This is an optimization exercise on Yosys and OpenROAD, whose aim is small area, not a production implementation. In this exercise RTL edits were held to simulation tests only and were not proved equivalent to the original. Power is estimated from default activity; no workload was simulated.

`flow/design.v`:
```
module transmitter #(
    parameter int clock_freq = 50_000_000,
    parameter int baud = 9600
)(
    input  logic       clk,
    input  logic       rst,
    input  logic [7:0] data_in,
    input  logic       fifo_empty,
    output logic       fifo_read,
    output logic       transmit_wire,
    output logic       state_busy
);
    localparam int cycles_per_bit = clock_freq / baud;
    logic [10:0] frame;         
    localparam logic [12:0] LFSR_LAST = 13'd2255;
    localparam logic [12:0] LFSR_MASK = 13'b1011111011011;
    localparam logic [12:0] POLARITY = 13'b1010101010101;
    logic [12:0] bit_counter_q;
    wire  [12:0] bit_counter = bit_counter_q ^ POLARITY;
    wire idle    = ~|frame;
    wire bit_end = ((bit_counter ^ LFSR_LAST) & LFSR_MASK) == 13'd0;
    assign fifo_read  = idle & ~fifo_empty;
    assign state_busy = ~idle;
    always_ff @(posedge clk or posedge rst) begin
        if (rst)
            frame <= '0;
        else if (fifo_read)
            frame <= {1'b1, ^data_in, data_in, 1'b0};
        else if (bit_end)
            frame <= {1'b0, frame[10:1]};
    end
    always_ff @(posedge clk) begin
        if (idle | bit_end)
            bit_counter_q <= POLARITY;
        else
            bit_counter_q <= {bit_counter[11:0],
                              ~(bit_counter[12] ^ bit_counter[9])}
                             ^ POLARITY;
    end
    always_ff @(posedge clk or posedge rst) begin
        if (rst)
            transmit_wire <= 1'b1;
        else
            transmit_wire <= frame[0] | idle;
    end
endmodule
module receiver #(
        parameter int clk_freq = 50_000_000,
        parameter int baud = 9600
)(
        input  logic        clk,
        input  logic        rst,
        input  logic        data_trans,
        output logic [7:0]  data_received,
        output logic        state_busy,
        output logic [3:0]  phase,         
        output logic [12:0] counter,       
        output logic        sample_bit,    
        output logic        send           
);
        localparam int cycles_per_bit = clk_freq / baud;
        localparam int half_cycle = cycles_per_bit / 2;
        localparam logic [12:0] LAST = 13'(cycles_per_bit - 1);
        localparam logic [12:0] HALF = 13'(half_cycle);
        logic [7:0] shift_reg;
        logic       prev_data;
        wire idle    = (phase == 4'd3);
        wire start0  = (phase == 4'd6);
        assign send  = (phase == 4'd2);
        wire bit_end = (phase == 4'd7) ? ((counter & HALF) == HALF)
                                       : ((counter & LAST) == LAST);
        assign state_busy = ~(idle | start0);
        assign sample_bit = shift_reg[7];
        always_ff @(posedge clk or posedge rst) begin
                if (rst)
                        prev_data <= 1'b1;
                else
                        prev_data <= data_trans;
        end
        always_ff @(posedge clk or posedge rst) begin
                if (rst)
                        phase <= 4'd3;
                else if (idle) begin
                        if (prev_data & ~data_trans)
                                phase <= 4'd6;
                end else if (bit_end | send | start0)
                        phase <= phase + 4'd1;
        end
        always_ff @(posedge clk) begin
                if (idle | bit_end)
                        counter <= '0;
                else
                        counter <= counter + 13'd1;
        end
        always_ff @(posedge clk) begin
                if (bit_end & phase[3])
                        shift_reg <= {data_trans, shift_reg[7:1]};
        end
        always_ff @(posedge clk or posedge rst) begin
                if (rst)
                        data_received <= 8'd0;
                else if (send)
                        data_received <= shift_reg;
        end
endmodule
module scoring_model (
    input  logic        clk,
    input  logic        rst,
    input  logic [3:0]  phase,
    input  logic [12:0] counter,
    input  logic        sample_bit,
    input  logic [2:0]  byte_index,
    input  logic        update,
    output logic [31:0] score,
    output logic        valid
);
    logic [22:0] acc_n;       
    logic        carry;
    logic [22:0] score_n;     
    logic        unscored;    
    wire after_sample = phase[3] ? (phase[2:0] != 3'd0) : (phase == 4'd0);
    wire field_end    = (phase == 4'd0) & byte_index[0];
    wire low24        = (counter[12:5] == 8'd0) & ~(counter[4] & counter[3]);
    wire low8         = (counter[12:3] == 10'd0);
    wire rotate       = after_sample & (field_end ? low8 : low24);
    logic [5:0] coeff;
    always_comb begin
        case (byte_index[2:1])
            2'd0: coeff = 6'd35;
            2'd1: coeff = 6'd30;
            2'd2: coeff = 6'd20;
            default: coeff = 6'd15;
        endcase
    end
    wire [7:0] coeff8 = {2'b00, coeff};
    wire addend = sample_bit & low8 & coeff8[counter[2:0]];
    wire clear = (byte_index == 3'd0) & (phase == 4'd9)
               & ~(counter[4] & counter[2] & counter[1] & counter[0]);
    wire a    = ~acc_n[0] & ~clear;
    wire sum  = a ^ addend ^ carry;
    wire cout = (a & addend) | (a & carry) | (addend & carry);
    always_ff @(posedge clk) begin
        if (rotate)
            acc_n <= {~sum, acc_n[22:1]};
        carry <= rotate & cout;
    end
    always_ff @(posedge clk) begin
        if (update)
            score_n <= acc_n;
    end
    always_ff @(posedge clk or posedge rst) begin
        if (rst)
            unscored <= 1'b1;
        else if (update)
            unscored <= 1'b0;
    end
    assign score = {9'd0, ~(score_n | {23{unscored}})};
    assign valid = ~(unscored | update);
endmodule
module packet_assembler (
    input  logic       clk,
    input  logic       rst,
    input  logic       send,
    output logic [2:0] byte_index,
    output logic       update
);
    logic [3:0] count;
    always_ff @(posedge clk or posedge rst) begin
        if (rst)
            count <= 4'd0;
        else if (update)
            count <= 4'd0;
        else if (send | count[3])
            count <= count + 4'd1;
    end
    assign byte_index = count[2:0];
    assign update = count[3] & count[1];
endmodule
module uart_telemetry (
    input  logic        clk,
    input  logic        rst,
    input  logic [7:0]  tx_data,
    input  logic        tx_fifo_empty,
    output logic        tx_fifo_read,
    output logic        tx,
    output logic        tx_busy,
    input  logic        rx,
    output logic [7:0]  rx_data,
    output logic        rx_busy,
    output logic [31:0] score,
    output logic        score_valid
);
    logic [3:0]  rx_phase;
    logic [12:0] rx_counter;
    logic        rx_sample;
    logic        rx_send;
    logic [2:0]  byte_index;
    logic        update;
    transmitter #(
        .clock_freq(50_000_000),
        .baud(9600)
    ) u_transmitter (
        .clk(clk),
        .rst(rst),
        .data_in(tx_data),
        .fifo_empty(tx_fifo_empty),
        .fifo_read(tx_fifo_read),
        .transmit_wire(tx),
        .state_busy(tx_busy)
    );
    receiver #(
        .clk_freq(50_000_000),
        .baud(9600)
    ) u_receiver (
        .clk(clk),
        .rst(rst),
        .data_trans(rx),
        .data_received(rx_data),
        .state_busy(rx_busy),
        .phase(rx_phase),
        .counter(rx_counter),
        .sample_bit(rx_sample),
        .send(rx_send)
    );
    packet_assembler u_assembler (
        .clk(clk),
        .rst(rst),
        .send(rx_send),
        .byte_index(byte_index),
        .update(update)
    );
    scoring_model u_scoring (
        .clk(clk),
        .rst(rst),
        .phase(rx_phase),
        .counter(rx_counter),
        .sample_bit(rx_sample),
        .byte_index(byte_index),
        .update(update),
        .score(score),
        .valid(score_valid)
    );
endmodule
```
`flow/flow/run.sh`:
```
#!/bin/bash
# The standard layout (standard.sh) with these changes to how it is made:
#  - synthesis maps logic with an area-oriented abc script (area.abc) instead of
#    the speed script, and without the separate adder mapping step; register
#    mapping and naming are the standard synthesis's (synth_wrap.tcl);
#  - the port buffers inserted in global placement use the smallest buffer cell;
#  - clock tree synthesis adds no dummy loads to balance the leaf nets.
# The whole make output goes to standard_flow.log; each step logs under orfs/logs.
set -euo pipefail
here=$(pwd)
std_synth=$(grep -o 'SYNTH_SCRIPT=[^ ]*' standard.sh | head -1 | cut -d= -f2)
export FLOW_SYNTH_TCL="$std_synth"
export UART_ABC_SCRIPT="$here/flow/area.abc"
export BUFFER_PORTS_ARGS="-buffer_cell sky130_fd_sc_hd__buf_1"
export CTS_ARGS="-sink_clustering_enable -repair_clock_nets -buf_list sky130_fd_sc_hd__clkbuf_8 -dont_use_dummy_load"
bash standard.sh SYNTH_SCRIPT="$here/flow/synth_wrap.tcl" ADDER_MAP_FILE= finish > standard_flow.log 2>&1
```
`flow/flow/area.abc`:
```
&get -n
&st
&dch -f
&if -K 6 -a
&mfs
&st
&dch -f -x
&nf -R 2000 -E 0
&put
```
`flow/flow/synth_wrap.tcl`:
```
# The standard synthesis script (FLOW_SYNTH_TCL, the standard flow's own), except that
# abc maps the logic with the area-oriented script in UART_ABC_SCRIPT.
# Registers are mapped before abc runs, so they are the standard synthesis's.
proc abc {args} {
  set i [lsearch -exact $args -script]
  if {$i >= 0} {
    set args [lreplace $args [expr {$i + 1}] [expr {$i + 1}] $::env(UART_ABC_SCRIPT)]
  }
  yosys abc {*}$args
}
source $::env(FLOW_SYNTH_TCL)
```
`flow/standard.sh`:
```
#!/bin/bash
# synth_recipe.tcl (not shown) runs the flow's synth.tcl, then flattens the netlist and writes it again
# the make line also repeats each setting of config.mk as NAME=value (left out here)
make -C /OpenROAD-flow-scripts/flow DESIGN_CONFIG=/design/flow/config.mk WORK_HOME=/design/flow/orfs CLKGATE_MAP_FILE= SYNTH_SCRIPT=/design/flow/synth_recipe.tcl "${@:-finish}"
```
`flow/config.mk`:
```
export PLATFORM = sky130hd
export DESIGN_NAME = uart_telemetry
export DESIGN_NICKNAME = uart_telemetry
export VERILOG_FILES = /design/flow/design.v
export SDC_FILE = /design/flow/constraint.sdc
export NUM_CORES = 4
export LEC_CHECK = 0
export CAP_MARGIN = 0
export CORE_MARGIN = 2
export CORE_UTILIZATION = 65
export CTS_BUF_LIST = sky130_fd_sc_hd__clkbuf_8
export SLEW_MARGIN = 0
```
`flow/constraint.sdc`:
```
create_clock -name core_clock -period 20.0 [get_ports {clk}]
set_input_delay 4.0000 -clock core_clock [delete_from_list [all_inputs] [get_ports {clk}]]
set_output_delay 4.0000 -clock core_clock [all_outputs]
set_load 0.01 [all_outputs]
```
==> results.tsv, run 1 <==
stage	metric	value	unit
critical_path	Worst Setup SP	tx_fifo_empty	
grt	GRT Total Usage	0.201	
critical_path	worst setup path class	in2out	
grt	vias in the first global route	2377	
timing	RSZ-0062 raised after global routing	false	
cells_and_area	most common cell after layout, fill and taps aside	edfxtp_1	
min_path	Hold Path Origin	u_transmitter.bit_counter_q[5]	
timing	min Tclk post-route	8820	ps
clock_tree	CTS buffer count	9	
yosys	Gate Count Post-Synth	312	
yosys	largest area contributor in the netlist	edfxtp_1	
yosys	Synth Warn #	4	
grt	first-pass GRT wire length	11100	um
drt	WL/cell	14.5	um
critical_path	worst r2r src	u_transmitter.frame[2]	
power	Peak VDD IR	0.0000718	V
clock_tree	Max Buffers Root-to-Sink	2	
min_path	worst hold path type	reg2reg	
grt	GRT overflow	0	
critical_path	CP Launch Type	primary input	
floorplan	Site Rows	28	
yosys	Seq/Total Area, Yosys	0.718	
drt	routed wire length	6460	um
timing	post-route setup slack	11180	ps
timing	total negative setup slack	0	ps
cells_and_area	Area Growth Syn to Fin	9.48	%
timing	Pins Over Slew Limit	0	
yosys	Synth Register Bits	111	
yosys	Cell variety after synth	37	
floorplan	chip height	83.1	um
drt	DRC	0	
yosys	Mapped Area	4060	um^2
clock_tree	clock-pin slew on the worst setup and hold paths	100	ps
clock_tree	clk latency of the worst-skew pair	360	ps
clock_tree	postcts setup bufs	0	
clock_tree	CTS tree	yes	
drt	via count	2446	
cells_and_area	share of cells above drive strength 1	0.0486	
floorplan	I/O Pins	57	
timing	Worst-Margin Slew	1060	ps
placement	Placer Congestion	0.790	
floorplan	Initial Utilization	0.678	
grt	largest net degree at the start of global routing	31	
placement	worst slack at placement	11170	ps
clock_tree	CTS Hold Buffers Added	0	
clock_tree	Resized cells post-CTS	0	
placement	Port Buf Inserts	47	
yosys	Primary FF master, synth	edfxtp_1	
power	Pleak	0.00169	uW
timing	Fin. Hold Viols	0	
critical_path	Crit Path Max Fanout	12	
drt	Final ANT Viol Nets	0	
clock_tree	Clock H-tree levels	3	
drt	initial DRC count	149	
floorplan	die area	6900	um^2
yosys	Async SR Flop Fraction	0.270	
timing	Final setup viols	0	
drt	vias per inst	5.50	
cells_and_area	commonest non-fill, non-tap cells in the layout	54 x edfxtp_1, 47 x nor2_1, 47 x buf_1	
placement	dpl hpwl	4310	um
timing	Rel. slew slack	0.290	
critical_path	worst endpoint required time	16000	ps
yosys	Synth area leaders	edfxtp_1 40%, dfrtp_1 15%, dfxtp_1 13%, nor2_1 4.3%, dfstp_2 3.2%	
cells_and_area	biggest regs	u_scoring.acc_n (23), u_scoring.score_n (23)	
timing	fmax	113	MHz
job	max-cap violations	0	
timing	hold_ws	374	ps
cells_and_area	final core occ	0.743	
timing	Clock Skew	32.3	ps
critical_path	Worst EP arrival	4820	ps
floorplan	Die W	83.1	um
cells_and_area	ant diodes	0	
floorplan	core box area	5990	um^2
clock_tree	Clock Sinks	111	
grt	initial antenna violation count	0	
clock_tree	buffer type at the clock tree root	clkbuf_8	
yosys	mean post-synth cell area	13.0	um^2
timing	Tcrit/Tclk final	0.441	
yosys	top-area cell type share of the netlist area	0.399	
cells_and_area	Post-layout nets	384	
critical_path	Critical Path Sink Type	output port	
drt	TritonRoute pass-1 iters	4	
yosys	Post-synth EDFFs	54	
power	PwrDens	93.1	nW/um^2
status	outcome	complete, no violations	
==> layer usage <==
layer / routed length (um) / vias to the layer above / part of all wire / global-route usage
li1: - / 1208 / - / -
met1: 2960 / 1182 / 0.46 / 0.266
met2: 3210 / 52 / 0.50 / 0.333
met3: 265 / 4 / 0.041 / 0.0616
met4: 24 / 0 / 0.0037 / 0.0447
met5: 0 / - / 0 / 0
==> report_power, final <==
part | total (uW) | internal (uW) | switching [uW]
registers | 277 | 262 | 14.9
logic | 35.3 | 16.0 | 19.3
clock network | 102 | 40.6 | 61.2
total | 414 | 319 | 95.4
==> synth_stat cells (2+ instances only) <==
master    count
edfxtp_1     54
nor2_1       47
dfxtp_1      27
dfrtp_1      25
nand2_1      22
a21oi_1      21
nor3_1       13
o21ai_0      13
xnor2_1      11
buf_4         9
mux2_1        9
and3_1        6
xor2_1        6
and2_0        5
dfstp_2       5
nor2b_1       5
nand3_1       4
nor4_1        4
a211oi_1      3
nand4_1       3
clkinv_1      2
nand2b_1      2
nand3b_1      2
==> layout make-up <==
class                      count  area, um^2
tap                           75        93.8
sequential                   111        2920
fill                         406        1540
timing repair buffer          50         199
multi-input combinational    198        1110
inverter                       2        7.51
clock buffer                   9         124
==> worst paths after layout <==
path                                                  end  slack, ps  depth (start not counted)
hold / removal             u_transmitter.bit_counter_q[6]        370                          1
hold reg to reg            u_transmitter.bit_counter_q[6]        370                          1
min in group asynchronous          u_transmitter.frame[8]       3730                          2
max in group asynchronous             u_receiver.phase[2]      15750                          2
setup / recovery                             tx_fifo_read      11180                          3
setup reg to reg                   u_transmitter.frame[9]      17460                          6
==> kinds of logic (layout without fill, tap and decap cells) <==
kind of cell / count (synthesis) / count (layout) / share of synthesized area
xor gates and xnor gates: 17 / 17 / 0.0366
other: 1 / 9 / 0.000923
DFF: 111 / 111 / 0.718
buffers and inverters: 11 / 61 / 0.0185
and+or+nand+nor: 118 / 118 / 0.137
AOI/OAI and AO/OA: 45 / 45 / 0.0634
muxes: 9 / 9 / 0.0249
==> stage by stage <==
stage	total power [uW]	area, um^2	instances
CTS	418	4450	445
floorplan	307	4090	320
global route	436	4450	445
global placement	315	4330	436
finish	414	4450	445
detailed placement	318	4330	436
==> worst max-delay path: stages <==
cell and delay (ps):
buf_1 70, nor2_1 530, buf_1 210
==> run 2: changes to the inputs <==
--- a/flow/flow/run.sh
+++ b/flow/flow/run.sh
@@ -15,2 +15,2 @@
 export CTS_ARGS="-sink_clustering_enable -repair_clock_nets -buf_list sky130_fd_sc_hd__clkbuf_8 -dont_use_dummy_load"
-bash standard.sh SYNTH_SCRIPT="$here/flow/synth_wrap.tcl" ADDER_MAP_FILE= finish > standard_flow.log 2>&1
+bash standard.sh SYNTH_SCRIPT="$here/flow/synth_wrap.tcl" ADDER_MAP_FILE= SKIP_REPAIR_TIE_FANOUT=1 finish > standard_flow.log 2>&1
--- a/flow/config.mk
+++ b/flow/config.mk
@@ -7,6 +7,6 @@
 export LEC_CHECK = 0
-export CAP_MARGIN = 0
+export CAP_MARGIN = 20
 export CORE_MARGIN = 2
-export CORE_UTILIZATION = 65
+export CORE_UTILIZATION = 40
 export CTS_BUF_LIST = sky130_fd_sc_hd__clkbuf_8
-export SLEW_MARGIN = 0
+export SLEW_MARGIN = 20
==> run 2 against run 1 <==
Effect of this change:
- setup slack got worse by 49 ps
- total power barely moved
- hold slack improved by 4.1 ps
- count of clock-buffer cells in the layout did not move
- critical endpoint unchanged
==> results.tsv, run 2 <==
stage	metric	value	unit
status	outcome	complete, no violations	
timing	Fin. Hold Viols	0	
yosys	mean post-synth cell area	13.0	um^2
grt	largest net degree at the start of global routing	31	
timing	Worst-Margin Slew	947	ps
cells_and_area	ant diodes	0	
drt	Final ANT Viol Nets	0	
yosys	Cell variety after synth	37	
drt	DRC	0	
timing	Final setup viols	0	
yosys	largest area contributor in the netlist	edfxtp_1	
cells_and_area	Area Growth Syn to Fin	10.6	%
clock_tree	clock-pin slew on the worst setup and hold paths	90	ps
power	switching share of power	0.230	
timing	Clock Skew	28.0	ps
grt	first-pass GRT wire length	11000	um
clock_tree	CTS buffer count	9	
cells_and_area	commonest non-fill, non-tap cells in the layout	54 x edfxtp_1, 47 x nor2_1, 47 x buf_1	
clock_tree	postcts setup bufs	0	
timing	fmax	113	MHz
power	Logic pwr share	0.085	
yosys	Mapped Area	4060	um^2
clock_tree	Resized cells post-CTS	0	
critical_path	CP cell instances	buf_1 -> nor2_1 -> buf_1	
yosys	most frequent cell after synthesis	edfxtp_1	
yosys	Post-synth top cells	54 x edfxtp_1, 47 x nor2_1, 27 x dfxtp_1	
floorplan	core box area	9820	um^2
grt	vias in the first global route	2322	
clock_tree	CTS Hold Buffers Added	0	
timing	Tcrit/Tclk final	0.443	
grt	initial antenna violation count	0	
power	Pleak	0.00167	uW
drt	initial DRC count	102	
power	P_int	319	uW
timing	total negative setup slack	0	ps
power	Clock Power Share	0.248	
cells_and_area	Post-layout nets	376	
critical_path	CP Launch Type	primary input	
yosys	Async SR Flop Fraction	0.270	
yosys	Gate Count Post-Synth	312	
grt	GRT overflow	0	
critical_path	Critical Path Sink Type	output port	
critical_path	worst setup path class	in2out	
critical_path	Worst path max stage delay	590	ps
cells_and_area	most common cell after layout, fill and taps aside	edfxtp_1	
power	Peak VDD IR	0.0000384	V
clock_tree	CTS tree	yes	
power	Flop pwr share	0.668	
critical_path	Critical-path top delay cell	nor2_1	
min_path	worst hold path type	reg2reg	
yosys	Seq/Total Area, Yosys	0.718	
job	max-cap violations	0	
yosys	Synth Register Bits	111	
floorplan	Site Rows	36	
drt	via count	2368	
cells_and_area	biggest regs	u_scoring.acc_n (23), u_scoring.score_n (23)	
clock_tree	Clock H-tree levels	3	
placement	worst slack at placement	11160	ps
cells_and_area	share of cells above drive strength 1	0.0552	
critical_path	Top cell by count, worst path	buf_1	
critical_path	Worst R2R Setup Slack	17570	ps
critical_path	Worst EP arrival	4870	ps
yosys	Synth Warn #	4	
grt	GRT Total Usage	0.125	
timing	Pins Over Slew Limit	0	
floorplan	die area	11000	um^2
cells_and_area	final core occ	0.458	
drt	WL/cell	12.9	um
yosys	Post-synth EDFFs	54	
placement	Port Buf Inserts	47	
critical_path	Top Family by Delay on Critical Path	simple AND/OR/NAND/NOR gates	
placement	dpl hpwl	4220	um
floorplan	Die W	105	um
floorplan	chip height	105	um
clock_tree	buffer type at the clock tree root	clkbuf_8	
power	Net Switching	95.2	uW
clock_tree	clk latency of the worst-skew pair	360	ps
critical_path	worst path buffer plus inverter count	2	
power	PwrDens	92.1	nW/um^2
floorplan	I/O Pins	57	
drt	TritonRoute pass-1 iters	4	
timing	min Tclk post-route	8870	ps
timing	post-route setup slack	11130	ps
critical_path	worst endpoint required time	16000	ps
placement	Placer Congestion	0.770	
timing	Rel. slew slack	0.367	
yosys	top-area cell type share of the netlist area	0.399	
timing	RSZ-0062 raised after global routing	false	
yosys	Synth area leaders	edfxtp_1 40%, dfrtp_1 15%, dfxtp_1 13%, nor2_1 4.3%, dfstp_2 3.2%	
clock_tree	Clock Sinks	111	
drt	vias per inst	4.78	
critical_path	Crit Path Max Fanout	12	
clock_tree	Max Buffers Root-to-Sink	2	
yosys	Primary FF master, synth	edfxtp_1	
floorplan	Initial Utilization	0.414	
drt	routed wire length	6400	um
==> run 2: cell counts after synthesis <==
Identical to the previous run, type by type.
==> run 2: cell families (layout without fill, tap and decap cells) <==
kind of cell | count (synthesis) | in the layout | share of synthesized area
compound gates | 45 | 45 | 0.0634
xor+xnor | 17 | 17 | 0.0366
buf+inv | 11 | 61 | 0.0185
flops | 111 | 111 | 0.718
mux | 9 | 9 | 0.0249
other cells | 1 | 1 | 0.000923
simple gates | 118 | 118 | 0.137
==> run 2: metal layers <==
metal | vias to the layer above | track usage | wire length [um]
met4 | 0 | 0.0524 | 85
met5 | - | 0 | 0
met1 | 1117 | 0.170 | 3280
li1 | 1207 | - | -
met3 | 8 | 0.0312 | 231
met2 | 36 | 0.191 | 2800
==> run 2: worst reg2reg max path, stage by stage, from the launching register on <==
cell and delay (ps):
dfrtp_1 400, nor4_1 330, nand3_1 260, nor2_1 640, nor2b_2 300, mux2_1 380
==> run 2: power by group through the flow <==
stage / sequential [uW] / combinational [uW] / clock (uW)
global placement: 281 / 34.7 / 0
detailed placement: 281 / 35.8 / 0
floorplan: 278 / 28.7 / 0
global route: 280 / 42.2 / 115
CTS: 277 / 35.7 / 108
finish: 276 / 35.1 / 103
==> run 2: final timing paths <==
kind / endpoint / cells past startpoint / startpoint
worst min-delay path: u_transmitter.bit_counter_q[12] / 1 / u_transmitter.bit_counter_q[11]
worst max-delay path: tx_fifo_read / 3 / tx_fifo_empty
max in group asynchronous: u_receiver.phase[0] / 2 / rst
min in group asynchronous: u_transmitter.frame[5] / 2 / rst
worst min register to register: u_transmitter.bit_counter_q[12] / 1 / u_transmitter.bit_counter_q[11]
worst max register to register: u_transmitter.frame[0] / 5 / u_transmitter.frame[2]
==> run 2: cell type report <==
class                      count  area, um^2
tap                          133         166
inverter                       2        8.76
clock buffer                   9         124
timing repair buffer          50         199
fill                         920        5320
multi-input combinational    190        1080
sequential                   111        2920
==> run 2: metrics by stage <==
step	area (um^2)	instances	total power [uW]	hold WS [ps]
2_1_floorplan	4060	312	307	343
3_3_place_gp	4370	486	316	347
3_5_place_dp	4370	486	317	351
4_1_cts	4490	495	420	381
5_1_grt	4500	495	437	395
6_report	4500	495	414	378
==> run 3: changes to the inputs <==
--- a/flow/flow/run.sh
+++ b/flow/flow/run.sh
@@ -14,3 +14,3 @@
 export BUFFER_PORTS_ARGS="-buffer_cell sky130_fd_sc_hd__buf_1"
-export CTS_ARGS="-sink_clustering_enable -repair_clock_nets -buf_list sky130_fd_sc_hd__clkbuf_8 -dont_use_dummy_load"
-bash standard.sh SYNTH_SCRIPT="$here/flow/synth_wrap.tcl" ADDER_MAP_FILE= SKIP_REPAIR_TIE_FANOUT=1 finish > standard_flow.log 2>&1
+export CTS_ARGS="-sink_clustering_enable -repair_clock_nets -buf_list sky130_fd_sc_hd__clkbuf_8 -dont_use_dummy_load -sink_clustering_size 30 -sink_clustering_max_diameter 200"
+bash standard.sh SYNTH_SCRIPT="$here/flow/synth_wrap.tcl" ADDER_MAP_FILE= finish > standard_flow.log 2>&1
==> flow/flow/area.abc (replaced) <==
&get -n
&st
&dch -f
&nf -R 1000
&put
==> run 3 against run 2 <==
Effect of this change:
- design area up 0.97%
- fmax down 0.29%
- register-to-register slack about the same
- synthesized cell count up 3.5%
==> results.tsv, run 3 <==
stage	metric	value	unit
status	outcome	complete, no violations	
clock_tree	Clock Sinks	111	
clock_tree	Resized cells post-CTS	0	
yosys	mean post-synth cell area	12.7	um^2
cells_and_area	most common cell after layout, fill and taps aside	edfxtp_1	
cells_and_area	area of the multi-input gates	1130	um^2
yosys	Mapped Area	4090	um^2
yosys	Gate Count Post-Synth	323	
grt	largest net degree at the start of global routing	31	
timing	min Tclk post-route	8890	ps
cells_and_area	ant diodes	0	
timing	hold_ws	350	ps
min_path	Worst Hold Path EP	u_transmitter.bit_counter_q[12]	
placement	Port Buf Inserts	47	
yosys	Seq/Total Area, Yosys	0.714	
critical_path	worst r2r src	u_transmitter.frame[2]	
power	Pleak	0.00166	uW
grt	initial antenna violation count	0	
timing	total negative setup slack	0	ps
clock_tree	buffer type at the clock tree root	clkbuf_8	
yosys	most frequent cell after synthesis	edfxtp_1	
grt	GR Layer Usage met1	0.159	
cells_and_area	commonest non-fill, non-tap cells in the layout	54 x edfxtp_1, 50 x nor2_1, 47 x buf_1	
critical_path	Critical Path Sink Type	output port	
drt	WL/cell	12.6	um
timing	Rel. slew slack	0.377	
cells_and_area	biggest regs	u_scoring.acc_n (23), u_scoring.score_n (23)	
timing	Worst-Margin Slew	933	ps
min_path	worst hold path type	reg2reg	
clock_tree	CTS buffer count	9	
floorplan	die area	11000	um^2
grt	first-pass GRT wire length	10900	um
cells_and_area	FILL cells	932	
critical_path	worst setup path class	in2out	
min_path	Hold Path Origin	u_transmitter.bit_counter_q[11]	
placement	dpl hpwl	4310	um
drt	via count	2484	
critical_path	Reg2Reg Capture Point	u_transmitter.frame[5]	
clock_tree	clk latency of the worst-skew pair	370	ps
floorplan	chip height	105	um
grt	GRT Total Usage	0.125	
floorplan	Die W	105	um
drt	initial DRC count	104	
critical_path	Worst R2R Setup Slack	17580	ps
drt	routed wire length	6450	um
yosys	Post-synth top cells	54 x edfxtp_1, 51 x nor2_1, 27 x dfxtp_1	
drt	Final ANT Viol Nets	0	
timing	Clock Skew	40.9	ps
critical_path	FF-to-FF path depth	6	
clock_tree	Clock H-tree levels	3	
floorplan	Initial Utilization	0.414	
power	PwrDens	131	nW/um^2
drt	vias per inst	4.84	
min_path	WHS Path Cells	1	
timing	Tcrit/Tclk final	0.445	
drt	DRC	0	
yosys	Synth Warn #	4	
job	max-cap violations	0	
yosys	top-area cell type share of the netlist area	0.397	
clock_tree	CTS Hold Buffers Added	0	
cells_and_area	Cell Count, Final, Fillers Out	513	
yosys	Synth area leaders	edfxtp_1 40%, dfrtp_1 15%, dfxtp_1 13%, nor2_1 4.7%, dfstp_2 3.2%	
yosys	Primary FF master, synth	edfxtp_1	
yosys	Async SR Flop Fraction	0.270	
yosys	Cell variety after synth	38	
critical_path	worst endpoint required time	16000	ps
floorplan	core box area	9860	um^2
critical_path	CP Launch Type	primary input	
floorplan	Site Rows	36	
grt	GRT overflow	0	
timing	RSZ-0062 raised after global routing	false	
cells_and_area	Area Growth Syn to Fin	11.0	%
critical_path	Worst Setup SP	tx_fifo_empty	
placement	Placer Congestion	0.759	
timing	Pins Over Slew Limit	0	
yosys	Synth Register Bits	111	
clock_tree	CTS tree	yes	
placement	Placed Cells	504	
floorplan	I/O Pins	57	
cells_and_area	share of cells above drive strength 1	0.0447	
critical_path	Crit Path Max Fanout	12	
cells_and_area	register area	2920	um^2
clock_tree	postcts setup bufs	0	
yosys	largest area contributor in the netlist	edfxtp_1	
grt	met2 usage	0.194	
cells_and_area	Post-layout nets	394	
clock_tree	clock-pin slew on the worst setup and hold paths	110	ps
power	Peak VDD IR	0.0000404	V
yosys	Post-synth EDFFs	54	
clock_tree	Max Buffers Root-to-Sink	2	
grt	met3 Usage GRT	0.0437	
timing	Final setup viols	0	
critical_path	Worst EP arrival	4890	ps
power	Total Power	595	uW
grt	vias in the first global route	2308	
timing	fmax	112	MHz
drt	TritonRoute pass-1 iters	5	
grt	Top Usage Layer GRT	met2	
timing	Fin. Hold Viols	0	
[run 3: cells by family after synthesis]
group,after synthesis,share of synthesized area
XOR/XNOR,13,0.0279
AO/OA/AOI/OAI,45,0.0615
AND/OR/NAND/NOR,132,0.152
buffers and inverters,12,0.0193
flip-flops,111,0.714
multiplexers,9,0.0248
other,1,0.000917
[run 3: cell type report]
cell class / count / share of cell area
Sequential cell: 111 / 0.643
Clock buffer: 9 / 0.0273
Tap cell: 133 / 0.0367
Multi-Input combinational cell: 208 / 0.248
Timing Repair Buffer: 49 / 0.0422
Inverter: 3 / 0.00248
[run 3: how the worst max path moves through the flow]
stage	to	slack [ps]	cells after the start
after global placement	tx_fifo_read	11130	3
final	tx_fifo_read	11110	3
after global routing	tx_fifo_read	11010	3
after CTS	tx_fifo_read	11090	3
after detailed placement	tx_fifo_read	11080	3
after floorplan	tx_fifo_read	11510	1
[run 3: worst max-delay path, cell delays in order]
cell and delay, ps:
buf_1 80, nor2_1 600, buf_1 210
[run 3: routing by layer]
metal / vias to the layer above / share of wire
met5: - / 0
met4: 0 / 0.014
met3: 5 / 0.037
met2: 46 / 0.47
met1: 1194 / 0.48
li1: 1239 / -
[run 3: power breakdown]
| group | switching, uW | internal, uW | total, uW |
|---|---|---|---|
| logic | 81.3 | 56.7 | 138 |
| clock network | 61.6 | 40.6 | 102 |
| registers | 44.0 | 311 | 355 |
[run 3: stage by stage]
stage / cell area [um^2] / worst slack (ps) / utilization
after floorplan: 4120 / 11510 / -
after global placement: 4410 / 11130 / 0.447
after detailed placement: 4410 / 11080 / 0.447
after CTS: 4530 / 11090 / 0.460
after global routing: 4540 / 11010 / 0.460
final: 4540 / 11110 / 0.460
==> run 4: changes to the inputs <==
--- a/flow/design.v
+++ b/flow/design.v
@@ -56,3 +56,4 @@
         output logic [3:0]  phase,         
-        output logic [12:0] counter,       
+        output logic        tick,          
+        output logic [4:0]  slot,          
         output logic        sample_bit,    
@@ -61,5 +62,8 @@
         localparam int cycles_per_bit = clk_freq / baud;
-        localparam int half_cycle = cycles_per_bit / 2;
-        localparam logic [12:0] LAST = 13'(cycles_per_bit - 1);
-        localparam logic [12:0] HALF = 13'(half_cycle);
+        localparam int SLOT_CYCLES = cycles_per_bit / 24;    
+        localparam logic [7:0] TICK_STATE = 8'd128;
+        localparam logic [7:0] TICK_MASK  = 8'b11111101;
+        localparam logic [7:0] POLARITY   = 8'b10101010;
+        logic [7:0] timer_q;
+        wire  [7:0] timer = timer_q ^ POLARITY;
         logic [7:0] shift_reg;
@@ -69,4 +73,4 @@
         assign send  = (phase == 4'd2);
-        wire bit_end = (phase == 4'd7) ? ((counter & HALF) == HALF)
-                                       : ((counter & LAST) == LAST);
+        assign tick  = ((timer ^ TICK_STATE) & TICK_MASK) == 8'd0;
+        wire bit_end = tick & slot[4] & slot[2] & slot[1] & slot[0];
         assign state_busy = ~(idle | start0);
@@ -89,6 +93,12 @@
         always_ff @(posedge clk) begin
-                if (idle | bit_end)
-                        counter <= '0;
+                if (idle | start0 | tick)
+                        timer_q <= POLARITY;
                 else
-                        counter <= counter + 13'd1;
+                        timer_q <= {timer[6:0], ~(timer[7] ^ timer[2])} ^ POLARITY;
+        end
+        always_ff @(posedge clk) begin
+                if (idle | start0)
+                        slot <= 5'd12;
+                else if (tick)
+                        slot <= bit_end ? 5'd0 : slot + 5'd1;
         end
@@ -109,3 +119,4 @@
     input  logic [3:0]  phase,
-    input  logic [12:0] counter,
+    input  logic        tick,
+    input  logic [4:0]  slot,
     input  logic        sample_bit,
@@ -122,5 +133,4 @@
     wire field_end    = (phase == 4'd0) & byte_index[0];
-    wire low24        = (counter[12:5] == 8'd0) & ~(counter[4] & counter[3]);
-    wire low8         = (counter[12:3] == 10'd0);
-    wire rotate       = after_sample & (field_end ? low8 : low24);
+    wire low8         = ~slot[4] & ~slot[3];
+    wire rotate       = tick & after_sample & (~field_end | low8);
     logic [5:0] coeff;
@@ -135,5 +145,5 @@
     wire [7:0] coeff8 = {2'b00, coeff};
-    wire addend = sample_bit & low8 & coeff8[counter[2:0]];
+    wire addend = sample_bit & low8 & coeff8[slot[2:0]];
     wire clear = (byte_index == 3'd0) & (phase == 4'd9)
-               & ~(counter[4] & counter[2] & counter[1] & counter[0]);
+               & ~(slot[4] & slot[2] & slot[1] & slot[0]);
     wire a    = ~acc_n[0] & ~clear;
@@ -144,3 +154,4 @@
             acc_n <= {~sum, acc_n[22:1]};
-        carry <= rotate & cout;
+        if (tick)
+            carry <= rotate & cout;
     end
@@ -193,3 +204,4 @@
     logic [3:0]  rx_phase;
-    logic [12:0] rx_counter;
+    logic        rx_tick;
+    logic [4:0]  rx_slot;
     logic        rx_sample;
@@ -220,3 +232,4 @@
         .phase(rx_phase),
-        .counter(rx_counter),
+        .tick(rx_tick),
+        .slot(rx_slot),
         .sample_bit(rx_sample),
@@ -235,3 +248,4 @@
         .phase(rx_phase),
-        .counter(rx_counter),
+        .tick(rx_tick),
+        .slot(rx_slot),
         .sample_bit(rx_sample),
--- a/flow/flow/run.sh
+++ b/flow/flow/run.sh
@@ -14,3 +14,3 @@
 export BUFFER_PORTS_ARGS="-buffer_cell sky130_fd_sc_hd__buf_1"
-export CTS_ARGS="-sink_clustering_enable -repair_clock_nets -buf_list sky130_fd_sc_hd__clkbuf_8 -dont_use_dummy_load -sink_clustering_size 30 -sink_clustering_max_diameter 200"
+export CTS_ARGS="-sink_clustering_enable -repair_clock_nets -buf_list sky130_fd_sc_hd__clkbuf_8 -dont_use_dummy_load"
 bash standard.sh SYNTH_SCRIPT="$here/flow/synth_wrap.tcl" ADDER_MAP_FILE= finish > standard_flow.log 2>&1
==> flow/flow/area.abc (replaced) <==
&get -n
&st
&dch -f
&if -K 6 -a
&mfs
&st
&dch -f -x
&nf -R 2000 -E 0
&put
--- a/flow/config.mk
+++ b/flow/config.mk
@@ -7,6 +7,6 @@
 export LEC_CHECK = 0
-export CAP_MARGIN = 20
+export CAP_MARGIN = 0
 export CORE_MARGIN = 2
-export CORE_UTILIZATION = 40
+export CORE_UTILIZATION = 65
 export CTS_BUF_LIST = sky130_fd_sc_hd__clkbuf_8
-export SLEW_MARGIN = 20
+export SLEW_MARGIN = 0
==> run 4 against run 3 <==
Effect of this change:
- first-iteration DRC count grew 110%
- count of clock-buffer cells in the layout stayed put
- total power fell by 9.9%
- critical path type unchanged
- highest routed layer unchanged
- critical endpoint unchanged
- sequential cell count unchanged
- largest cell class unchanged
- clock power barely moved
- synthesized cell count fell by 6.8%
==> results.tsv, run 4 <==
stage	metric	value	unit
status	outcome	complete, no violations	
placement	Port Buf Inserts	47	
drt	via count	2297	
yosys	largest area contributor in the netlist	edfxtp_1	
yosys	top-area cell type share of the netlist area	0.414	
cells_and_area	Area Growth Syn to Fin	9.39	%
clock_tree	Resized cells post-CTS	0	
yosys	Cell variety after synth	33	
yosys	Post-synth EDFFs	55	
grt	vias in the first global route	2234	
timing	Pins Over Slew Limit	0	
floorplan	Initial Utilization	0.673	
critical_path	Top Family by Delay on Critical Path	simple AND/OR/NAND/NOR gates	
min_path	Hold Path Origin	u_transmitter.bit_counter_q[11]	
cells_and_area	biggest regs	u_scoring.acc_n (23), u_scoring.score_n (23), u_transmitter.bit_counter_q (13)	
cells_and_area	ant diodes	0	
clock_tree	CTS Hold Buffers Added	0	
critical_path	CP cell instances	buf_1 -> nor2_1 -> buf_1	
floorplan	chip height	82.3	um
drt	Final ANT Viol Nets	0	
yosys	Gate Count Post-Synth	301	
yosys	Synth Register Bits	111	
critical_path	worst setup path class	in2out	
yosys	Async SR Flop Fraction	0.270	
grt	largest net degree at the start of global routing	31	
grt	GRT Total Usage	0.201	
timing	post-route setup slack	11190	ps
grt	first-pass GRT wire length	9960	um
drt	DRC	0	
timing	Fin. Hold Viols	0	
yosys	Seq/Total Area, Yosys	0.735	
clock_tree	CTS tree	yes	
critical_path	Worst Setup SP	tx_fifo_empty	
clock_tree	Clock Sinks	111	
yosys	Primary FF master, synth	edfxtp_1	
floorplan	core box area	5920	um^2
min_path	worst hold path type	reg2reg	
floorplan	Die W	82.3	um
critical_path	worst r2r src	u_receiver.timer_q[2]	
power	PwrDens	123	nW/um^2
job	max-cap violations	0	
cells_and_area	register area	2930	um^2
timing	Tcrit/Tclk final	0.440	
drt	TritonRoute pass-1 iters	4	
timing	Clock Skew	21.9	ps
cells_and_area	FILL cells	396	
cells_and_area	area of the multi-input gates	1010	um^2
placement	Placer Congestion	0.769	
critical_path	CP Launch Type	primary input	
timing	fmax	114	MHz
grt	GRT overflow	0	
timing	total negative setup slack	0	ps
timing	min Tclk post-route	8810	ps
power	Total Power	537	uW
clock_tree	CTS buffer count	9	
placement	dpl hpwl	4060	um
yosys	Synth area leaders	edfxtp_1 41%, dfrtp_1 16%, dfxtp_1 13%, nor2_1 4.3%, dfstp_2 3.3%	
drt	routed wire length	5940	um
yosys	mean post-synth cell area	13.2	um^2
critical_path	Worst EP arrival	4810	ps
cells_and_area	commonest non-fill, non-tap cells in the layout	55 x edfxtp_1, 47 x buf_1, 45 x nor2_1	
clock_tree	Clock H-tree levels	3	
critical_path	worst endpoint required time	16000	ps
critical_path	Crit Path Max Fanout	12	
clock_tree	clock-pin slew on the worst setup and hold paths	90	ps
floorplan	die area	6770	um^2
cells_and_area	most common cell after layout, fill and taps aside	edfxtp_1	
clock_tree	clk latency of the worst-skew pair	360	ps
critical_path	Critical Path Sink Type	output port	
cells_and_area	Post-layout nets	372	
critical_path	Worst path max stage delay	520	ps
yosys	Post-synth top cells	55 x edfxtp_1, 46 x nor2_1, 28 x nand2_1	
drt	initial DRC count	223	
critical_path	worst path buffer plus inverter count	2	
drt	vias per inst	5.30	
critical_path	Critical-path top delay cell	nor2_1	
yosys	Synth Warn #	4	
timing	RSZ-0062 raised after global routing	false	
power	Peak VDD IR	0.0000855	V
yosys	Mapped Area	3990	um^2
clock_tree	Max Buffers Root-to-Sink	2	
critical_path	Top cell by count, worst path	buf_1	
floorplan	Site Rows	28	
floorplan	I/O Pins	57	
power	Pleak	0.00161	uW
timing	Final setup viols	0	
placement	worst slack at placement	11190	ps
yosys	most frequent cell after synthesis	edfxtp_1	
drt	WL/cell	13.7	um
timing	Worst-Margin Slew	1170	ps
clock_tree	buffer type at the clock tree root	clkbuf_8	
grt	initial antenna violation count	0	
cells_and_area	share of cells above drive strength 1	0.0475	
clock_tree	postcts setup bufs	0	
timing	Rel. slew slack	0.220	
## run 4: path summary, 6_finish.rpt
| kind | to | slack, ps | depth (start not counted) |
|---|---|---|---|
| worst min-delay path | u_transmitter.bit_counter_q[12] | 360 | 1 |
| worst max-delay path | tx_fifo_read | 11190 | 3 |
| min in group asynchronous | u_receiver.data_received[4] | 3740 | 2 |
| max in group asynchronous | u_assembler.count[3] | 15760 | 2 |
| worst min register to register | u_transmitter.bit_counter_q[12] | 360 | 1 |
| worst max register to register | u_receiver.phase[2] | 17100 | 9 |
## run 4: final cells by class
type	instances	share of cell area
inverter	4	0.00344
multi-input combinational	185	0.231
sequential	111	0.672
timing repair buffer	49	0.0439
tap	75	0.0215
clock buffer	9	0.0284
## run 4: cell families after synthesis
family                 share of synthesized area
other                                   0.000941
XOR/XNOR                                  0.0352
AND/OR/NAND/NOR                            0.122
multiplexers                              0.0254
flip-flops                                 0.735
buffers and inverters                     0.0207
AO/OA/AOI/OAI                             0.0606
## run 4: through the flow
step	instance area, um^2	hold slack [ps]	utilization	std cells
5_1_grt	4360	381	0.736	433
6_report	4360	357	0.736	433
3_3_place_gp	4240	344	0.715	424
3_5_place_dp	4240	354	0.715	424
2_1_floorplan	4020	343	-	309
4_1_cts	4360	359	0.736	433
## run 4: report_power, final
part | internal, uW | leakage (uW) | switching [uW] | total (uW)
registers | 292 | 0.00107 | 38.1 | 330
clock network | 40.5 | 0.0000647 | 59.0 | 99.5
logic | 47.9 | 0.000477 | 58.9 | 107
total | 381 | 0.00161 | 156 | 537
## run 4: metal layers
layer	vias up	wire length, um	track usage
met5	-	0	0
met4	0	71	0.0567
met3	7	297	0.0728
li1	1150	-	-
met1	1088	2640	0.252
met2	52	2930	0.333
==> run 5: changes to the inputs <==
--- a/flow/flow/run.sh
+++ b/flow/flow/run.sh
@@ -6,3 +6,4 @@
 #  - the port buffers inserted in global placement use the smallest buffer cell;
-#  - clock tree synthesis adds no dummy loads to balance the leaf nets.
+#  - clock tree synthesis adds no dummy loads to balance the leaf nets;
+#  - the constant outputs share one tie cell (SKIP_REPAIR_TIE_FANOUT).
 # The whole make output goes to standard_flow.log; each step logs under orfs/logs.
@@ -15,2 +16,2 @@
 export CTS_ARGS="-sink_clustering_enable -repair_clock_nets -buf_list sky130_fd_sc_hd__clkbuf_8 -dont_use_dummy_load"
-bash standard.sh SYNTH_SCRIPT="$here/flow/synth_wrap.tcl" ADDER_MAP_FILE= finish > standard_flow.log 2>&1
+bash standard.sh SYNTH_SCRIPT="$here/flow/synth_wrap.tcl" ADDER_MAP_FILE= SKIP_REPAIR_TIE_FANOUT=1 finish > standard_flow.log 2>&1
--- a/flow/config.mk
+++ b/flow/config.mk
@@ -11,2 +11,4 @@
 export CTS_BUF_LIST = sky130_fd_sc_hd__clkbuf_8
+export GPL_ROUTABILITY_DRIVEN = 0
+export GPL_TIMING_DRIVEN = 0
 export SLEW_MARGIN = 0
==> run 5 against run 4 <==
Effect of this change:
- still clean on timing, DRC and antenna
- sequential power barely moved
- fmax fell by 0.98%
- clock power about the same
- critical path type unchanged
- highest routed layer unchanged
==> results.tsv, run 5 <==
stage	metric	value	unit
drt	via count	2358	
clock_tree	Clock Sinks	111	
grt	largest net degree at the start of global routing	31	
yosys	mux cell area share after synthesis	0.0254	
yosys	Synth Warn #	4	
critical_path	crit path capture	tx_fifo_read	
power	Logic pwr share	0.201	
yosys	Post-synth EDFFs	55	
power	Flop pwr share	0.610	
power	Net Switching	163	uW
clock_tree	CTS Hold Buffers Added	0	
yosys	Synth Register Bits	111	
yosys	Async SR Flop Fraction	0.270	
yosys	largest area contributor in the netlist	edfxtp_1	
yosys	Seq/Total Area, Yosys	0.735	
timing	total negative setup slack	0	ps
cells_and_area	most common cell after layout, fill and taps aside	edfxtp_1	
grt	initial antenna violation count	0	
timing	Fin. Hold Viols	0	
status	outcome	complete, no violations	
power	PwrDens	123	nW/um^2
clock_tree	clock-pin slew on the worst setup and hold paths	110	ps
power	P_int	382	uW
placement	dpl hpwl	4220	um
timing	RSZ-0062 raised after global routing	false	
yosys	Post-synth top cells	55 x edfxtp_1, 46 x nor2_1, 28 x nand2_1	
clock_tree	CTS buffer count	9	
critical_path	CP cell instances	buf_1 -> nor2_1 -> buf_1	
critical_path	worst path buffer plus inverter count	2	
critical_path	Worst path max stage delay	610	ps
timing	Worst-Margin Slew	1070	ps
critical_path	Top Family by Delay on Critical Path	simple AND/OR/NAND/NOR gates	
drt	WL/cell	14.4	um
job	max-cap violations	0	
critical_path	worst setup path class	in2out	
grt	GRT Total Usage	0.202	
cells_and_area	Post-layout nets	373	
critical_path	Reg2Reg Capture Point	u_receiver.phase[2]	
floorplan	Die W	82.3	um
yosys	largest family of logic cells by synthesized area	simple AND/OR/NAND/NOR gates	
yosys	Gate Count Post-Synth	301	
cells_and_area	ant diodes	0	
drt	initial DRC count	117	
clock_tree	Max Buffers Root-to-Sink	2	
timing	Pins Over Slew Limit	0	
power	Pleak	0.00164	uW
clock_tree	Resized cells post-CTS	0	
timing	Clock Skew	33.9	ps
placement	Port Buf Inserts	47	
critical_path	FF-to-FF path depth	9	
grt	first-pass GRT wire length	10100	um
floorplan	Initial Utilization	0.673	
critical_path	Critical Path Sink Type	output port	
yosys	compound-cell area share of the yosys netlist	0.0606	
min_path	worst hold path type	reg2reg	
critical_path	Crit Path Max Fanout	12	
critical_path	Top cell by count, worst path	buf_1	
drt	Final ANT Viol Nets	0	
critical_path	critical path depth in cells	3	
yosys	post-synthesis adder-cell area fraction	0	
timing	Rel. slew slack	0.285	
yosys	Synth area leaders	edfxtp_1 41%, dfrtp_1 16%, dfxtp_1 13%, nor2_1 4.3%, dfstp_2 3.3%	
power	switching share of power	0.300	
floorplan	chip height	82.3	um
power	Clock Power Share	0.189	
cells_and_area	share of cells above drive strength 1	0.0752	
clock_tree	clk latency of the worst-skew pair	360	ps
drt	routed wire length	6250	um
timing	fmax	112	MHz
yosys	Cell variety after synth	33	
critical_path	CP Launch Type	primary input	
clock_tree	CTS tree	yes	
critical_path	Worst Setup SP	tx_fifo_empty	
timing	Final setup viols	0	
grt	GRT overflow	0	
timing	min Tclk post-route	8890	ps
yosys	simple-gate share of the synthesized area	0.122	
yosys	mean post-synth cell area	13.2	um^2
yosys	top-area cell type share of the netlist area	0.414	
timing	Tcrit/Tclk final	0.445	
clock_tree	postcts setup bufs	0	
yosys	Synth Area in XOR/XNOR	0.0352	
yosys	Primary FF master, synth	edfxtp_1	
yosys	Mapped Area	3990	um^2
cells_and_area	biggest regs	u_scoring.acc_n (23), u_scoring.score_n (23), u_transmitter.bit_counter_q (13)	
critical_path	Worst R2R Setup Slack	17110	ps
cells_and_area	Area Growth Syn to Fin	11.1	%
floorplan	I/O Pins	57	
drt	TritonRoute pass-1 iters	4	
critical_path	worst endpoint required time	16000	ps
clock_tree	buffer type at the clock tree root	clkbuf_8	
critical_path	worst r2r src	u_receiver.timer_q[2]	
drt	vias per inst	5.43	
timing	hold_ws	369	ps
grt	vias in the first global route	2163	
yosys	most frequent cell after synthesis	edfxtp_1	
clock_tree	Clock H-tree levels	3	
cells_and_area	commonest non-fill, non-tap cells in the layout	55 x edfxtp_1, 47 x buf_1, 45 x nor2_1	
critical_path	Critical-path top delay cell	nor2_1	
floorplan	core box area	5920	um^2
floorplan	Site Rows	28	
power	Peak VDD IR	0.0000715	V
floorplan	die area	6770	um^2
drt	DRC	0	
critical_path	Worst EP arrival	4890	ps
==> run 5: cell count changes in the layout (fill, tap and decap cells not counted) <==
cell,change
buf_16,+1
nor3_1,-1
nor3_2,+1
conb_1,-8
buf_4,+7
buf_8,+1
==> run 5: power groups by stage <==
stage	sequential (uW)	clock [uW]	combinational [uW]
2_1_floorplan	330	0	79.0
3_3_place_gp	333	0	104
3_5_place_dp	336	0	111
4_1_cts	332	105	111
5_1_grt	338	114	126
6_report	333	103	109
==> run 5: area by class of cell <==
cell class	instances	area, um^2
plain buffers	9	67.6
clock buffers	9	124
fillers	401	1490
inverters	4	15.0
multi-input cells	177	981
flip-flops and latches	111	2930
well taps	75	93.8
repair buffers	49	219
==> run 5: kinds of logic after synthesis <==
kind of cell / after synthesis
flops: 111
simple gates: 108
compound gates: 43
xor+xnor: 16
buf+inv: 13
mux: 9
other cells: 1
==> run 5: worst min-delay path by stage <==
| stage | from | end | slack [ps] | cells after the start |
|---|---|---|---|---|
| after floorplan | u_transmitter.bit_counter_q[11] | u_transmitter.bit_counter_q[12] | 340 | 1 |
| after global placement | u_transmitter.bit_counter_q[5] | u_transmitter.bit_counter_q[6] | 350 | 1 |
| after detailed placement | u_transmitter.bit_counter_q[11] | u_transmitter.bit_counter_q[12] | 360 | 1 |
| after CTS | u_transmitter.bit_counter_q[5] | u_transmitter.bit_counter_q[6] | 370 | 1 |
| after global routing | u_transmitter.bit_counter_q[11] | u_transmitter.bit_counter_q[12] | 390 | 1 |
| final | u_transmitter.bit_counter_q[5] | u_transmitter.bit_counter_q[6] | 370 | 1 |
==> run 5: routing by layer <==
layer	vias to the layer above	wire length, um	GRT usage	share of wire
li1	1164	-	-	-
met1	1125	2940	0.275	0.47
met2	63	2930	0.313	0.47
met3	6	321	0.0620	0.051
met4	0	62	0.0683	0.0099
met5	-	0	0	0
==> run 5: through the flow <==
stage | power (uW) | instances | util | cell area (um^2) | setup slack (ps)
3_3_place_gp | 437 | 423 | 0.719 | 4260 | 11160
3_5_place_dp | 447 | 425 | 0.727 | 4310 | 11140
2_1_floorplan | 409 | 301 | - | 3990 | 11500
4_1_cts | 548 | 434 | 0.748 | 4430 | 11140
6_report | 545 | 434 | 0.748 | 4430 | 11110
5_1_grt | 578 | 434 | 0.748 | 4430 | 11010
==> run 5: worst register-to-register path: stages (launching register included) <==
cell      delay (ps)
dfxtp_1          340
nor2_1           110
nand3_1           80
nor4_1           730
and3_1           310
and2_0           290
a211oi_1         140
a311oi_1         490
nand2_1          160
xnor2_1          150
==> run 6: changes to the inputs <==
--- a/flow/config.mk
+++ b/flow/config.mk
@@ -11,4 +11,2 @@
 export CTS_BUF_LIST = sky130_fd_sc_hd__clkbuf_8
-export GPL_ROUTABILITY_DRIVEN = 0
-export GPL_TIMING_DRIVEN = 0
 export SLEW_MARGIN = 0
==> run 6 against run 5 <==
Effect of this change:
- critical path depth stayed put
- setup slack better by 28 ps
- design area is 2.3% lower
- synthesized area stayed put
- first-iteration DRC count is 2.6% lower
- combinational power hardly changed
- largest cell class unchanged
==> results.tsv, run 6 <==
stage	metric	value	unit
critical_path	worst setup path class	in2out	
yosys	Synth area leaders	edfxtp_1 41%, dfrtp_1 16%, dfxtp_1 13%, nor2_1 4.3%, dfstp_2 3.3%	
drt	vias per inst	5.47	
cells_and_area	most common cell after layout, fill and taps aside	edfxtp_1	
placement	Placer Congestion	0.824	
yosys	post-synthesis adder-cell area fraction	0	
floorplan	I/O Pins	57	
drt	via count	2324	
timing	RSZ-0062 raised after global routing	false	
status	outcome	complete, no violations	
yosys	Seq/Total Area, Yosys	0.735	
min_path	worst hold path type	reg2reg	
floorplan	die area	6770	um^2
cells_and_area	Area Growth Syn to Fin	8.63	%
cells_and_area	biggest regs	u_scoring.acc_n (23), u_scoring.score_n (23), u_transmitter.bit_counter_q (13)	
grt	initial antenna violation count	0	
yosys	Post-synth EDFFs	55	
timing	Tcrit/Tclk final	0.443	
grt	vias in the first global route	2285	
floorplan	Die W	82.3	um
grt	largest net degree at the start of global routing	31	
yosys	Synth Warn #	4	
cells_and_area	commonest non-fill, non-tap cells in the layout	55 x edfxtp_1, 47 x buf_1, 45 x nor2_1	
clock_tree	Resized cells post-CTS	0	
yosys	Synth Area in XOR/XNOR	0.0352	
timing	Pins Over Slew Limit	0	
yosys	Mapped Area	3990	um^2
drt	routed wire length	6370	um
timing	min Tclk post-route	8870	ps
yosys	largest family of logic cells by synthesized area	simple AND/OR/NAND/NOR gates	
yosys	Gate Count Post-Synth	301	
grt	GRT overflow	0	
floorplan	Site Rows	28	
yosys	simple-gate share of the synthesized area	0.122	
placement	Placed Cells	416	
yosys	top-area cell type share of the netlist area	0.414	
yosys	largest area contributor in the netlist	edfxtp_1	
clock_tree	CTS buffer count	9	
timing	Worst-Margin Slew	1180	ps
clock_tree	Max Buffers Root-to-Sink	2	
clock_tree	CTS Hold Buffers Added	0	
cells_and_area	share of cells above drive strength 1	0.0486	
placement	dpl hpwl	4240	um
critical_path	Critical Path Sink Type	output port	
grt	GRT Total Usage	0.211	
yosys	most frequent cell after synthesis	edfxtp_1	
floorplan	core box area	5920	um^2
timing	Fin. Hold Viols	0	
power	PwrDens	125	nW/um^2
drt	TritonRoute pass-1 iters	5	
critical_path	CP Launch Type	primary input	
cells_and_area	ant diodes	0	
clock_tree	CTS tree	yes	
drt	Final ANT Viol Nets	0	
yosys	mean post-synth cell area	13.2	um^2
timing	Rel. slew slack	0.216	
critical_path	Crit Path Max Fanout	12	
cells_and_area	final core occ	0.731	
yosys	Primary FF master, synth	edfxtp_1	
timing	fmax	113	MHz
yosys	mux cell area share after synthesis	0.0254	
clock_tree	clk latency of the worst-skew pair	360	ps
drt	WL/cell	15.0	um
grt	first-pass GRT wire length	10500	um
power	Peak VDD IR	0.0000759	V
cells_and_area	Cell Count, Final, Fillers Out	425	
clock_tree	Clock H-tree levels	3	
timing	total negative setup slack	0	ps
drt	DRC	0	
floorplan	chip height	82.3	um
clock_tree	clock-pin slew on the worst setup and hold paths	110	ps
cells_and_area	Post-layout nets	364	
floorplan	Initial Utilization	0.673	
power	Pleak	0.00159	uW
yosys	Synth Register Bits	111	
placement	Port Buf Inserts	47	
yosys	Async SR Flop Fraction	0.270	
yosys	compound-cell area share of the yosys netlist	0.0606	
timing	Final setup viols	0	
clock_tree	postcts setup bufs	0	
yosys	Cell variety after synth	33	
drt	initial DRC count	114	
power	Total Power	543	uW
job	max-cap violations	0	
clock_tree	Clock Sinks	111	
clock_tree	buffer type at the clock tree root	clkbuf_8	
critical_path	worst endpoint required time	16000	ps
timing	Clock Skew	32.8	ps
critical_path	Worst EP arrival	4870	ps
yosys	Post-synth top cells	55 x edfxtp_1, 46 x nor2_1, 28 x nand2_1	
run 6: cell type report:
type / count / area [um^2]
clock buffer: 9 / 124
fill: 412 / 1590
inverter: 4 / 15.0
multi-input combinational: 177 / 976
sequential: 111 / 2930
tap: 75 / 93.8
timing repair buffer: 49 / 191
run 6: final timing paths:
| check | startpoint | end | slack, ps | cells after the start |
|---|---|---|---|---|
| hold reg to reg | u_transmitter.bit_counter_q[11] | u_transmitter.bit_counter_q[12] | 380 | 1 |
| max in group asynchronous | rst | u_receiver.data_received[5] | 15750 | 2 |
| hold / removal | u_transmitter.bit_counter_q[11] | u_transmitter.bit_counter_q[12] | 380 | 1 |
| setup reg to reg | u_receiver.timer_q[2] | u_receiver.phase[2] | 17050 | 9 |
| setup / recovery | tx_fifo_empty | tx_fifo_read | 11140 | 3 |
| min in group asynchronous | rst | u_transmitter.frame[9] | 3730 | 2 |
run 6: stage by stage:
| step | worst slack [ps] | hold slack, ps | instance area, um^2 |
|---|---|---|---|
| 3_5_place_dp | 11140 | 352 | 4210 |
| 5_1_grt | 11060 | 400 | 4330 |
| 6_report | 11140 | 380 | 4330 |
| 2_1_floorplan | 11500 | 343 | 3990 |
| 4_1_cts | 11140 | 379 | 4330 |
| 3_3_place_gp | 11180 | 345 | 4210 |
run 6: metal layers:
layer / GRT usage / share of wire
met5: 0 / 0
met4: 0.0933 / 0.015
met3: 0.0380 / 0.045
met2: 0.339 / 0.48
met1: 0.284 / 0.46
run 6: worst max-delay path, stage by stage:
cell and delay, ps:
buf_1 70, nor2_1 580, buf_1 210
run 6: logic make-up after synthesis:
| kind of cell | count (synthesis) |
|---|---|
| compound gates | 43 |
| simple gates | 108 |
| xor+xnor | 16 |
| other cells | 1 |
| flops | 111 |
| buf+inv | 13 |
| mux | 9 |
run 6: power breakdown:
group          switching (uW)  internal [uW]  leakage (uW)  total (uW)
Combinational            62.1           47.9      0.000450         110
Clock                    61.0           40.6     0.0000647         102
Sequential               39.5            292       0.00107         332
==> run 7: changes to the inputs <==
--- a/flow/flow/run.sh
+++ b/flow/flow/run.sh
@@ -15,3 +15,3 @@
 export BUFFER_PORTS_ARGS="-buffer_cell sky130_fd_sc_hd__buf_1"
-export CTS_ARGS="-sink_clustering_enable -repair_clock_nets -buf_list sky130_fd_sc_hd__clkbuf_8 -dont_use_dummy_load"
+export CTS_ARGS="-sink_clustering_enable -repair_clock_nets -buf_list sky130_fd_sc_hd__clkbuf_8 -dont_use_dummy_load -sink_clustering_size 24 -sink_clustering_max_diameter 120 -sink_clustering_levels 1"
 bash standard.sh SYNTH_SCRIPT="$here/flow/synth_wrap.tcl" ADDER_MAP_FILE= SKIP_REPAIR_TIE_FANOUT=1 finish > standard_flow.log 2>&1
==> run 7 against run 6 <==
Effect of this change:
- fmax stayed put
- routed wire length unchanged
- still clean on timing, DRC and antenna
- clock skew is the same
- design area stayed put
- count of clock-buffer cells in the layout stayed put
==> results.tsv, run 7 <==
stage	metric	value	unit
drt	routed wire length	6370	um
yosys	Seq/Total Area, Yosys	0.735	
min_path	Hold Path Origin	u_transmitter.bit_counter_q[11]	
grt	first-pass GRT wire length	10500	um
yosys	top-area cell type share of the netlist area	0.414	
drt	vias per inst	5.47	
yosys	Primary FF master, synth	edfxtp_1	
status	outcome	complete, no violations	
yosys	most frequent cell after synthesis	edfxtp_1	
critical_path	worst endpoint required time	16000	ps
grt	GRT overflow	0	
placement	dpl hpwl	4240	um
power	Net Switching	163	uW
critical_path	worst setup path class	in2out	
grt	GR Layer Usage met1	0.284	
timing	min Tclk post-route	8870	ps
grt	initial antenna violation count	0	
floorplan	chip height	82.3	um
yosys	Mapped Area	3990	um^2
cells_and_area	FILL cells	412	
drt	DRC	0	
cells_and_area	most common cell after layout, fill and taps aside	edfxtp_1	
critical_path	Worst path max stage delay	580	ps
power	P_int	381	uW
cells_and_area	final core occ	0.731	
timing	fmax	113	MHz
clock_tree	buffer type at the clock tree root	clkbuf_8	
timing	total negative setup slack	0	ps
clock_tree	clk latency of the worst-skew pair	360	ps
critical_path	Critical Path Sink Type	output port	
placement	Port Buf Inserts	47	
power	Flop pwr share	0.610	
clock_tree	Clock H-tree levels	3	
timing	Fin. Hold Viols	0	
floorplan	die area	6770	um^2
grt	met3 Usage GRT	0.0380	
yosys	Synth Register Bits	111	
grt	largest net degree at the start of global routing	31	
critical_path	worst r2r src	u_receiver.timer_q[2]	
critical_path	Worst Setup SP	tx_fifo_empty	
clock_tree	CTS Hold Buffers Added	0	
cells_and_area	biggest regs	u_scoring.acc_n (23), u_scoring.score_n (23), u_transmitter.bit_counter_q (13)	
clock_tree	postcts setup bufs	0	
critical_path	Crit Path Max Fanout	12	
grt	GRT Total Usage	0.211	
yosys	Post-synth EDFFs	55	
critical_path	Critical-path top delay cell	nor2_1	
yosys	largest area contributor in the netlist	edfxtp_1	
grt	met2 usage	0.339	
drt	TritonRoute pass-1 iters	5	
critical_path	Top cell by count, worst path	buf_1	
power	switching share of power	0.299	
critical_path	Worst EP arrival	4870	ps
grt	vias in the first global route	2285	
placement	Placer Congestion	0.824	
floorplan	I/O Pins	57	
clock_tree	CTS buffer count	9	
cells_and_area	Area Growth Syn to Fin	8.63	%
yosys	Async SR Flop Fraction	0.270	
critical_path	CP Launch Type	primary input	
drt	via count	2324	
clock_tree	Clock Sinks	111	
yosys	Gate Count Post-Synth	301	
yosys	Cell variety after synth	33	
clock_tree	Resized cells post-CTS	0	
drt	initial DRC count	114	
timing	Pins Over Slew Limit	0	
placement	worst slack at placement	11140	ps
timing	Tcrit/Tclk final	0.443	
drt	WL/cell	15.0	um
cells_and_area	commonest non-fill, non-tap cells in the layout	55 x edfxtp_1, 47 x buf_1, 45 x nor2_1	
yosys	Post-synth top cells	55 x edfxtp_1, 46 x nor2_1, 28 x nand2_1	
power	Logic pwr share	0.203	
timing	Rel. slew slack	0.216	
job	max-cap violations	0	
min_path	worst hold path type	reg2reg	
timing	Final setup viols	0	
timing	Worst-Margin Slew	1180	ps
floorplan	Site Rows	28	
grt	Top Usage Layer GRT	met2	
clock_tree	clock-pin slew on the worst setup and hold paths	110	ps
yosys	Synth Warn #	4	
cells_and_area	share of cells above drive strength 1	0.0486	
floorplan	Initial Utilization	0.673	
timing	RSZ-0062 raised after global routing	false	
power	Peak VDD IR	0.0000759	V
power	PwrDens	125	nW/um^2
timing	post-route setup slack	11140	ps
clock_tree	Max Buffers Root-to-Sink	2	
floorplan	Die W	82.3	um
yosys	mean post-synth cell area	13.2	um^2
power	Pleak	0.00159	uW
clock_tree	CTS tree	yes	
floorplan	core box area	5920	um^2
critical_path	CP cell instances	buf_1 -> nor2_1 -> buf_1	
power	Clock Power Share	0.187	
timing	Clock Skew	32.8	ps
drt	Final ANT Viol Nets	0	
yosys	Synth area leaders	edfxtp_1 41%, dfrtp_1 16%, dfxtp_1 13%, nor2_1 4.3%, dfstp_2 3.3%	
cells_and_area	Post-layout nets	364	
cells_and_area	ant diodes	0	
-- run 7: cell counts after synthesis --
No cell type changed its count.
-- run 7: metrics by stage --
| stage | hold WS [ps] | area [um^2] | instances | power, uW |
|---|---|---|---|---|
| after floorplan | 343 | 3990 | 301 | 409 |
| after global placement | 345 | 4210 | 416 | 438 |
| after detailed placement | 352 | 4210 | 416 | 447 |
| after CTS | 379 | 4330 | 425 | 547 |
| after global routing | 400 | 4330 | 425 | 576 |
| final | 380 | 4330 | 425 | 543 |
-- run 7: path summary, 6_finish.rpt --
kind                                                    to  slack (ps)  depth (start not counted)
setup / recovery                              tx_fifo_read       11140                          3
min in group asynchronous           u_transmitter.frame[9]        3730                          2
hold / removal             u_transmitter.bit_counter_q[12]         380                          1
setup reg to reg                       u_receiver.phase[2]       17050                          9
max in group asynchronous      u_receiver.data_received[5]       15750                          2
hold reg to reg            u_transmitter.bit_counter_q[12]         380                          1
-- run 7: area by class of cell --
| cell class | count | area, um^2 | share of cell area |
|---|---|---|---|
| sequential | 111 | 2930 | 0.677 |
| multi-input combinational | 177 | 976 | 0.225 |
| timing repair buffer | 49 | 191 | 0.0442 |
| clock buffer | 9 | 124 | 0.0286 |
| tap | 75 | 93.8 | 0.0217 |
| inverter | 4 | 15.0 | 0.00347 |
-- run 7: routing by layer --
layer / part of all wire / vias to the layer above / wire length (um)
met5: 0 / - / 0
met3: 0.045 / 10 / 284
met2: 0.48 / 52 / 3050
li1: - / 1148 / -
met4: 0.015 / 0 / 95
met1: 0.46 / 1114 / 2940
-- run 7: logic make-up (layout without fill, tap and decap cells) --
group	after synthesis	after routing	share of synthesized area
flip-flops	111	111	0.735
AND/OR/NAND/NOR	108	108	0.122
AO/OA/AOI/OAI	43	43	0.0606
XOR/XNOR	16	16	0.0352
buffers and inverters	13	62	0.0207
multiplexers	9	9	0.0254
other	1	1	0.000941
-- run 7: power by group through the flow --
| stage | Sequential (uW) | Combinational [uW] | Clock (uW) |
|---|---|---|---|
| floorplan | 330 | 79.0 | 0 |
| finish | 332 | 110 | 102 |
| global route | 339 | 126 | 111 |
| CTS | 331 | 112 | 104 |
| detailed placement | 336 | 111 | 0 |
| global placement | 333 | 105 | 0 |
-- run 7: worst max-delay path, delay by kind of cell --
family / cells / cell delay [ps]
buffers and inverters: 2 / 280
AND/OR/NAND/NOR: 1 / 580

-- afterwards: timing with drivers on the ports --
The results above use ideal ports. As a check the final layouts listed here were re-extracted and re-timed, cells and wires unchanged.
Step 1 assumes that a clkbuf_16 drives the clock port and a buf_2 every other input.
Step 2 also shifts input and output timing later by t, the mid clock arrival at the registers, as if the neighbouring blocks saw the same clock.
a / b / c = no drivers / after step 1 / after step 2; a / b = the first two.
| run | t (ns) | setup WS [ns] | hold WS [ns] | worst setup path at the end | slew at the worst register clock pin (ns) |
|---|---|---|---|---|---|
| run 1 | 0.374 | 11.181 / 11.163 / 11.163 | 0.374 / 0.374 / 0.374 | input to output | 0.10 / 0.10 |
| run 2 | 0.376 | 11.133 / 11.114 / 11.114 | 0.378 / 0.378 / 0.378 | input to output | 0.10 / 0.10 |
| run 3 | 0.383 | 11.107 / 11.087 / 11.087 | 0.350 / 0.350 / 0.350 | input to output | 0.11 / 0.11 |
| run 4 | 0.375 | 11.194 / 11.171 / 11.171 | 0.357 / 0.357 / 0.357 | input to output | 0.09 / 0.09 |
| run 5 | 0.376 | 11.107 / 11.085 / 11.085 | 0.369 / 0.369 / 0.369 | input to output | 0.11 / 0.11 |
| run 6 | 0.376 | 11.135 / 11.115 / 11.115 | 0.380 / 0.380 / 0.380 | input to output | 0.11 / 0.11 |
| run 7 | 0.376 | 11.135 / 11.115 / 11.115 | 0.380 / 0.380 / 0.380 | input to output | 0.11 / 0.11 |
After both steps every run listed still meets setup and hold. The setup slack of run 4, which loses most, moves by -0.023 ns with the drivers and by -0.023 ns with both steps.
